Context: an optimization exercise on an open-source flow, tuned for small area, a short achievable clock period and few clock cycles. The choices shown serve that exercise and are no tape-out recipe.
For this run, only the layout was checked, not whether the RTL still works.
Power and IR drop assume default switching activity.

==> flow/design.v <==
`timescale 1ns / 1ps
`timescale 1ns / 1ps
module modBigNumbers(input [35:0] s, input [35:0] c, input xi, input [33:0] y, input [31:0] number,
    output [35:0] so, output [35:0] co
    );
	wire [35:0] xy = xi ? {2'b00, y} : 36'd0;
	wire        q  = s[0] ^ c[0] ^ (xi & y[0]);
	wire [35:0] qn = q ? {4'b0000, number} : 36'd0;
	wire [35:0] t1 = s ^ c ^ xy;
	wire [36:0] c1 = {((s & c) | (s & xy) | (c & xy)), 1'b0};
	wire [36:0] t1e = {1'b0, t1};
	wire [36:0] qne = {1'b0, qn};
	wire [36:0] t2 = t1e ^ c1 ^ qne;
	wire [37:0] c2 = {((t1e & c1) | (t1e & qne) | (c1 & qne)), 1'b0};
	assign so = t2[36:1];
	assign co = c2[36:1];
endmodule
`timescale 1ns / 1ps
module main(input clk, input rst, input start, input [31:0] n, input [63:0] exponent,
    output ready, output done, output [31:0] prime1
    );
	localparam ITER = 2;
	localparam K    = 36 / ITER;      
	localparam S_IDLE = 3'd0;
	localparam S_NORM = 3'd1;
	localparam S_DBL  = 3'd2;
	localparam S_MUL  = 3'd3;
	localparam S_CONV = 3'd4;
	localparam S_FIN  = 3'd5;
	localparam S_GCD  = 3'd6;
	reg [2:0]  state;
	reg        ready_r, done_r;
	reg [31:0] a;         
	reg [63:0] er;        
	reg [6:0]  bl;        
	reg [6:0]  cnt;
	reg [33:0] v;
	reg [35:0] S, C;      
	reg [ITER-1:0] xb;    
	assign ready  = ready_r;
	assign done   = done_r;
	assign prime1 = a;
	wire [35:0] ss [0:ITER];
	wire [35:0] cc [0:ITER];
	assign ss[0] = S;
	assign cc[0] = C;
	genvar gi;
	generate for (gi = 0; gi < ITER; gi = gi + 1) begin : it
		modBigNumbers step (.s(ss[gi]), .c(cc[gi]), .xi(xb[gi]), .y(v), .number(a),
			.so(ss[gi+1]), .co(cc[gi+1]));
	end endgenerate
	reg  [36:0] pa, pb;
	reg         pc;
	wire [36:0] sum = pa + pb + {37'd0, pc};
	always @(*) begin
		case (state)
			S_CONV:  begin pa = {1'b0, S};           pb = {1'b0, C};           pc = 1'b0; end
			S_FIN:   begin pa = 37'd0;               pb = {1'b1, ~{2'b00, v}}; pc = 1'b1; end
			S_GCD:   begin pa = {1'b0, S};           pb = ~{5'd0, a};          pc = 1'b1; end
			default: begin pa = {2'b00, v, 1'b0};    pb = ~{5'd0, a};          pc = 1'b1; end  
		endcase
	end
	wire        neg = sum[36];
	wire [33:0] v_dbl  = neg ? {v[32:0], 1'b0} : sum[33:0];
	wire [33:0] v_conv = er[63] ? {sum[32:0], 1'b0} : sum[33:0];
	wire        normdone = er[63] | (bl == 7'd5);
	wire [4:0]  P = er[63:59];
	wire [35:0] vpad = {2'b00, v};
	always @(posedge clk) begin
		if (rst) begin
			state   <= S_IDLE;
			ready_r <= 1'b1;
			done_r  <= 1'b0;
		end
		else begin
			done_r <= 1'b0;
			case (state)
				S_IDLE: begin
					a  <= n;
					er <= exponent;
					bl <= 7'd64;
					v  <= 34'd1;
					cnt <= 7'd36;
					if (start) begin
						ready_r <= 1'b0;
						state   <= S_NORM;
					end
				end
				S_NORM: begin
					if (cnt != 0) begin
						v   <= v_dbl;
						cnt <= cnt - 7'd1;
					end
					if (!normdone) begin
						er <= {er[62:0], 1'b0};
						bl <= bl - 7'd1;
					end
					else begin
						er  <= {er[58:0], 5'd0};
						bl  <= bl - 7'd5;
						cnt <= cnt - {6'd0, cnt != 0} + {2'b00, P};
						state <= S_DBL;
					end
				end
				S_DBL: begin
					if (cnt != 0) begin
						v   <= v_dbl;
						cnt <= cnt - 7'd1;
					end
					else begin
						S  <= 37'd0;
						C  <= 37'd0;
						xb <= v[ITER-1:0];
						state <= (bl == 0) ? S_FIN : S_MUL;
					end
				end
				S_MUL: begin
					S   <= ss[ITER];
					C   <= cc[ITER];
					xb  <= vpad[ITER*(cnt+1) +: ITER];
					cnt <= cnt + 7'd1;
					if (cnt == K - 1) state <= S_CONV;
				end
				S_CONV: begin
					v   <= v_conv;
					er  <= {er[62:0], 1'b0};
					bl  <= bl - 7'd1;
					S   <= 37'd0;
					C   <= 37'd0;
					cnt <= 7'd0;
					xb  <= v_conv[ITER-1:0];
					state <= (bl == 7'd1) ? S_FIN : S_MUL;
				end
				S_FIN: begin
					S <= sum[35:0];       
					state <= S_GCD;
				end
				S_GCD: begin
					if (S == 37'd0) begin
						done_r  <= 1'b1;
						ready_r <= 1'b1;
						state   <= S_IDLE;
					end
					else if (!S[0]) begin
						S <= S[1] ? {1'b0, S[35:1]} : {2'b00, S[35:2]};
					end
					else if (neg) begin           
						a <= S[31:0];
						S <= {4'd0, a};
					end
					else begin
						S <= sum[1] ? sum[36:1] : {1'b0, sum[36:2]};
					end
				end
				default: state <= S_IDLE;
			endcase
		end
	end
endmodule
==> flow/run.sh <==
#!/bin/bash
# synth_recipe.tcl (not shown) runs the flow's synth.tcl, then flattens the netlist and writes it again
# the make line also repeats each setting of config.mk as NAME=value (left out here)
make -C /OpenROAD-flow-scripts/flow DESIGN_CONFIG=/design/flow/config.mk WORK_HOME=/design/flow/orfs CLKGATE_MAP_FILE= SYNTH_SCRIPT=/design/flow/synth_recipe.tcl finish
==> flow/config.mk <==
export PLATFORM = sky130hd
export DESIGN_NAME = main
export DESIGN_NICKNAME = main
export VERILOG_FILES = /design/flow/design.v
export SDC_FILE = /design/flow/constraint.sdc
export NUM_CORES = 4
export LEC_CHECK = 0
export CAP_MARGIN = 20
export CORE_MARGIN = 2
export CORE_UTILIZATION = 40
export SLEW_MARGIN = 20
==> flow/constraint.sdc <==
create_clock -name core_clock -period 8.0 [get_ports {clk}]
set_input_delay 1.6000 -clock core_clock [delete_from_list [all_inputs] [get_ports {clk}]]
set_output_delay 1.6000 -clock core_clock [all_outputs]
set_load 0.01 [all_outputs]
==> impl_results.rst <==
.. list-table::
   :header-rows: 1

   * - Metric
     - Value
   * - Hold slack
     - 0.5167 ns
   * - Post-synth ARST share
     - 0%
   * - Smallest setup slack after layout
     - 1.791 ns
   * - Overall Power
     - 9.902 mW
   * - Highest layer used for signal routing
     - met5
   * - Cell area after layout
     - 22460 um^2
   * - Critical path's largest stage delay
     - 0.83 ns
   * - Clock Tree Buf Depth
     - 3
   * - Worst-margin pin slew
     - 1.127 ns
   * - Postcts setup bufs
     - 0
   * - Count of buffering cells on the critical path with inverters included
     - 4
   * - Area of the die
     - 50920 um^2
   * - CORE AREA
     - 48750 um^2
   * - Arrival time at the worst endpoint
     - 6.59 ns
   * - Count of maximum capacitance violations
     - 0
   * - Setup CP Type
     - flip-flop to flip-flop
   * - Register area share after synthesis
     - 33.82%
   * - Drt total wl
     - 64.69 mm
   * - Remaining max-slew budget at the tightest pin
     - 24.67%
   * - Max Fclk
     - 161.1 MHz
   * - Fraction of layout instances using a drive strength above 1
     - 7.777%
   * - Antenna Violating Nets Remaining
     - 0
   * - CTS tree
     - built
   * - Library cell occupying the most area in the post-synthesis netlist
     - sky130_fd_sc_hd__edfxtp_1
   * - Number of sinks on the clock net
     - 223
   * - Post-place setup slack
     - 1.973 ns
   * - Period utilisation layout
     - 77.62%
   * - FILL cells
     - 4723
   * - Number of optimization iterations in the first detailed-route pass
     - 9
   * - Worst Setup Start Kind
     - flip-flop
   * - Max Fanout on Critical Path
     - 72
   * - Count of endpoints failing setup in the final report
     - 0
   * - Clock insertion delay at the later pin of the skew report
     - 0.59 ns
   * - Power density over the cells
     - 440.8 nW/um^2
   * - Placed wire-length estimate after detailed placement
     - 44.87 mm
   * - Cell with the most instances after synthesis
     - sky130_fd_sc_hd__inv_1
   * - Post-cts repair resize count
     - 0
   * - RSZ-0062 raised after global routing
     - false
   * - Count of inserted antenna diode cells
     - 0
   * - # placed instances
     - 2707
   * - Average footprint of a synthesized cell
     - 9.762 um^2
   * - Post-synth EDFFs
     - 218
   * - Via/cell ratio
     - 6.018
   * - First-pass GRT wire length
     - 100.3 mm
   * - Kind of capture point of the worst setup path
     - flip-flop
   * - Die Span X
     - 225.7 um
   * - Count of state elements after synthesis
     - 223
   * - Detailed-route wire length per cell
     - 23.44 um
   * - Post-synthesis to final-layout area growth
     - 14.29%
   * - Min-Delay Path Class
     - flip-flop to flip-flop
   * - Synthesized cell area
     - 19650 um^2
   * - Antenna violations before repair
     - 1
   * - Number of design rule violations left after detail routing
     - 0
   * - Count of standard-cell rows
     - 81
   * - Setup clock skew after layout
     - 0.02783 ns
   * - Metal1 wirelength
     - 26.70 mm
   * - GRT Total Usage
     - 25.46%
   * - Gate count after technology mapping
     - 2013
   * - Worst setup slack for register-to-register paths
     - 1.79 ns
   * - End-of-flow core utilization
     - 46.07%
   * - Root Buffer
     - sky130_fd_sc_hd__clkbuf_16
   * - Top delay family on crit path
     - compound AO/OA/AOI/OAI gates
   * - Max-slew violation total from the final report
     - 0
   * - Count of routing violations after the opening detailed-route iteration
     - 1506
   * - Slowest CP cell
     - sky130_fd_sc_hd__dfxtp_1
   * - Overflow after GRT
     - 0
   * - Wire length on met3
     - 5.208 mm
   * - Via Count
     - 16610
   * - H-tree levels
     - 1
   * - Maximum number of pins on one net before global-route repair
     - 73
   * - Library cells used by synthesis
     - 78
   * - Number of nets at the end of the flow
     - 2370
   * - LEAKAGE
     - 9.199 nW
   * - TritonCTS buffer count
     - 29
   * - Most used DFF post-synth
     - sky130_fd_sc_hd__edfxtp_1
   * - Number of endpoints with negative hold slack in the final report
     - 0
   * - Post-CTS Hold Fix Bufs
     - 0
   * - Setup TNS
     - 0 ns
   * - Clock-pin slew reported for the worst setup and hold paths after clock tree synthesis
     - 0.06 ns
   * - Final worst path period need
     - 6.209 ns
   * - Number of I/O port buffers
     - 132
   * - CP cell instances
     - nor2b_4 -> nand2_1 -> buf_4 -> inv_1 -> fa_1 -> inv_1 -> fa_2 -> a21o_1 -> a311o_1 -> a32oi_4 -> o31ai_2 -> a21o_1 -> o211ai_4 -> buf_4 -> nand2_4 -> or3_1 -> o311ai_1
   * - Yosys synthesis warning count
     - 1
   * - DIE HEIGHT
     - 225.7 um
   * - Met2 wire length
     - 30.95 mm
   * - Non-Filler Instances
     - 2760
   * - Initial Utilization
     - 40.31%
   * - Data required time at the worst endpoint
     - 8.38 ns
   * - Outcome
     - complete, no violations
   * - Top-area cell type share of the netlist area
     - 33.31%
   * - Placement Cell Area
     - 21590 um^2
   * - Leading post-synthesis cells by cell area
     - sky130_fd_sc_hd__edfxtp_1 (33%), sky130_fd_sc_hd__fa_1 (14%), sky130_fd_sc_hd__inv_1 (4.3%), sky130_fd_sc_hd__ha_1 (4.0%), sky130_fd_sc_hd__nand2_1 (3.9%)
   * - Multi-input combinational cell area
     - 11700 um^2
   * - Number of I/O pins
     - 133
   * - Post-synth net total
     - 2309
   * - Sequential Area
     - 6649 um^2
   * - Routability cong.
     - 0.9342
   * - Maximum resistive drop on vdd
     - 0.2568 mV
   * - Via count of the first global-routing pass
     - 16960
   * - Ranking of synthesized cells by instance count
     - sky130_fd_sc_hd__inv_1 (225), sky130_fd_sc_hd__edfxtp_1 (218), sky130_fd_sc_hd__nand2_1 (203)
-- power by group --
| group | internal [mW] | switching [mW] | leakage [nW] |
|---|---|---|---|
| Combinational | 2.48 | 3.96 | 6.64 |
| Clock | 0.693 | 0.567 | 0.428 |
| Sequential | 1.75 | 0.453 | 2.13 |
| Total | 4.92 | 4.98 | 9.20 |
-- layer usage --
| metal | GRT usage (%) | up-vias |
|---|---|---|
| li1 | - | 7423 |
| met1 | 33.31 | 8356 |
| met2 | 42.79 | 712 |
| met3 | 4.866 | 115 |
| met4 | 7.669 | 4 |
| met5 | 0 | - |
-- placed cells by master (no fill, tap or decap), types with 11 or more instances in the layout --
cell type                         count
sky130_fd_sc_hd__a21o_1              24
sky130_fd_sc_hd__a21oi_1            125
sky130_fd_sc_hd__a222oi_1            74
sky130_fd_sc_hd__a22o_1              33
sky130_fd_sc_hd__a31oi_1             18
sky130_fd_sc_hd__and2_1              41
sky130_fd_sc_hd__and3_1              46
sky130_fd_sc_hd__buf_4               31
sky130_fd_sc_hd__clkbuf_16           29
sky130_fd_sc_hd__clkdlybuf4s50_1    132
sky130_fd_sc_hd__edfxtp_1           218
sky130_fd_sc_hd__fa_1               133
sky130_fd_sc_hd__ha_1                63
sky130_fd_sc_hd__inv_1              225
sky130_fd_sc_hd__mux2_2              41
sky130_fd_sc_hd__mux2i_1             73
sky130_fd_sc_hd__nand2_1            202
sky130_fd_sc_hd__nand3_1             20
sky130_fd_sc_hd__nor2_1             107
sky130_fd_sc_hd__nor2b_1             40
sky130_fd_sc_hd__nor3_1              11
sky130_fd_sc_hd__nor4_1              13
sky130_fd_sc_hd__o211ai_1            24
sky130_fd_sc_hd__o21ai_0            102
sky130_fd_sc_hd__o221ai_1            14
sky130_fd_sc_hd__o22ai_1             30
sky130_fd_sc_hd__xnor2_1             23
sky130_fd_sc_hd__xor2_1              23
-- tightest hold or removal path, delay by kind of cell (launching register included) --
family           cells  cell delay (ns)
flip-flops           1             0.33
AO/OA/AOI/OAI        1             0.09
AND/OR/NAND/NOR      1             0.07
-- cells by family after synthesis --
group / Yosys count / share of synthesized area [%]
multiplexers: 124 / 7.214
flip-flops: 223 / 33.82
AO/OA/AOI/OAI: 534 / 19.18
AND/OR/NAND/NOR: 526 / 12.72
buffers and inverters: 360 / 7.137
adder cells (fa/ha/maj): 198 / 17.71
XOR/XNOR: 48 / 2.216
-- sequential cells by signal, summed over array words and instances (netlist names) --
signal,flops
v,34
state,3
er,64
bl,7
a,32
S,36
C,36
cnt,7
xb,2
done_r,1
ready_r,1
-- path summary, 6_finish.rpt --
check                        start              endpoint  cells after the start
max          state[2]$_SDFFE_PP0P_       S[33]$_DFFE_PP_                     17
min           ready_r$_SDFFE_PP1P_  ready_r$_SDFFE_PP1P_                      2
max reg2reg  state[2]$_SDFFE_PP0P_       S[33]$_DFFE_PP_                     17
min reg2reg   ready_r$_SDFFE_PP1P_  ready_r$_SDFFE_PP1P_                      2
-- final cells by class --
type,count,area share (%)
clock buffers,33,3.298
repair buffers,163,6.919
inverters,227,3.794
clock inverters,20,0.5794
multi-input cells,1430,52.11
flip-flops and latches,223,29.60
well taps,664,3.699

==> re-timing with driven ports <==
How much do the figures lean on ideal ports? The routed layout below was timed once more, with nothing changed but the port constraints.
Step 1 sets driving cells, clkbuf_16 on the clock port and buf_2 on the other inputs (assumed; they add their load-dependent delay and slew).
Step 2 moves the port delays by t, midway between the first and last clock arrival at a register: inputs arrive t later, outputs are due t later. That takes back most of the time a late clock gives input paths.
a / b / c = ideal / step 1 / step 2; a / b = the first two.
shift t [ns]: 0.634
slack for setup (ns): 1.791 / 1.791 / 1.791
latest minus earliest clock arrival (ns): 0.028 / 0.028
worst register clock-pin slew, ns: 0.07 / 0.07
After both steps this run still meets setup and hold. For this run, drivers alone change the setup slack by 0.000 ns; drivers and shift together by 0.000 ns.
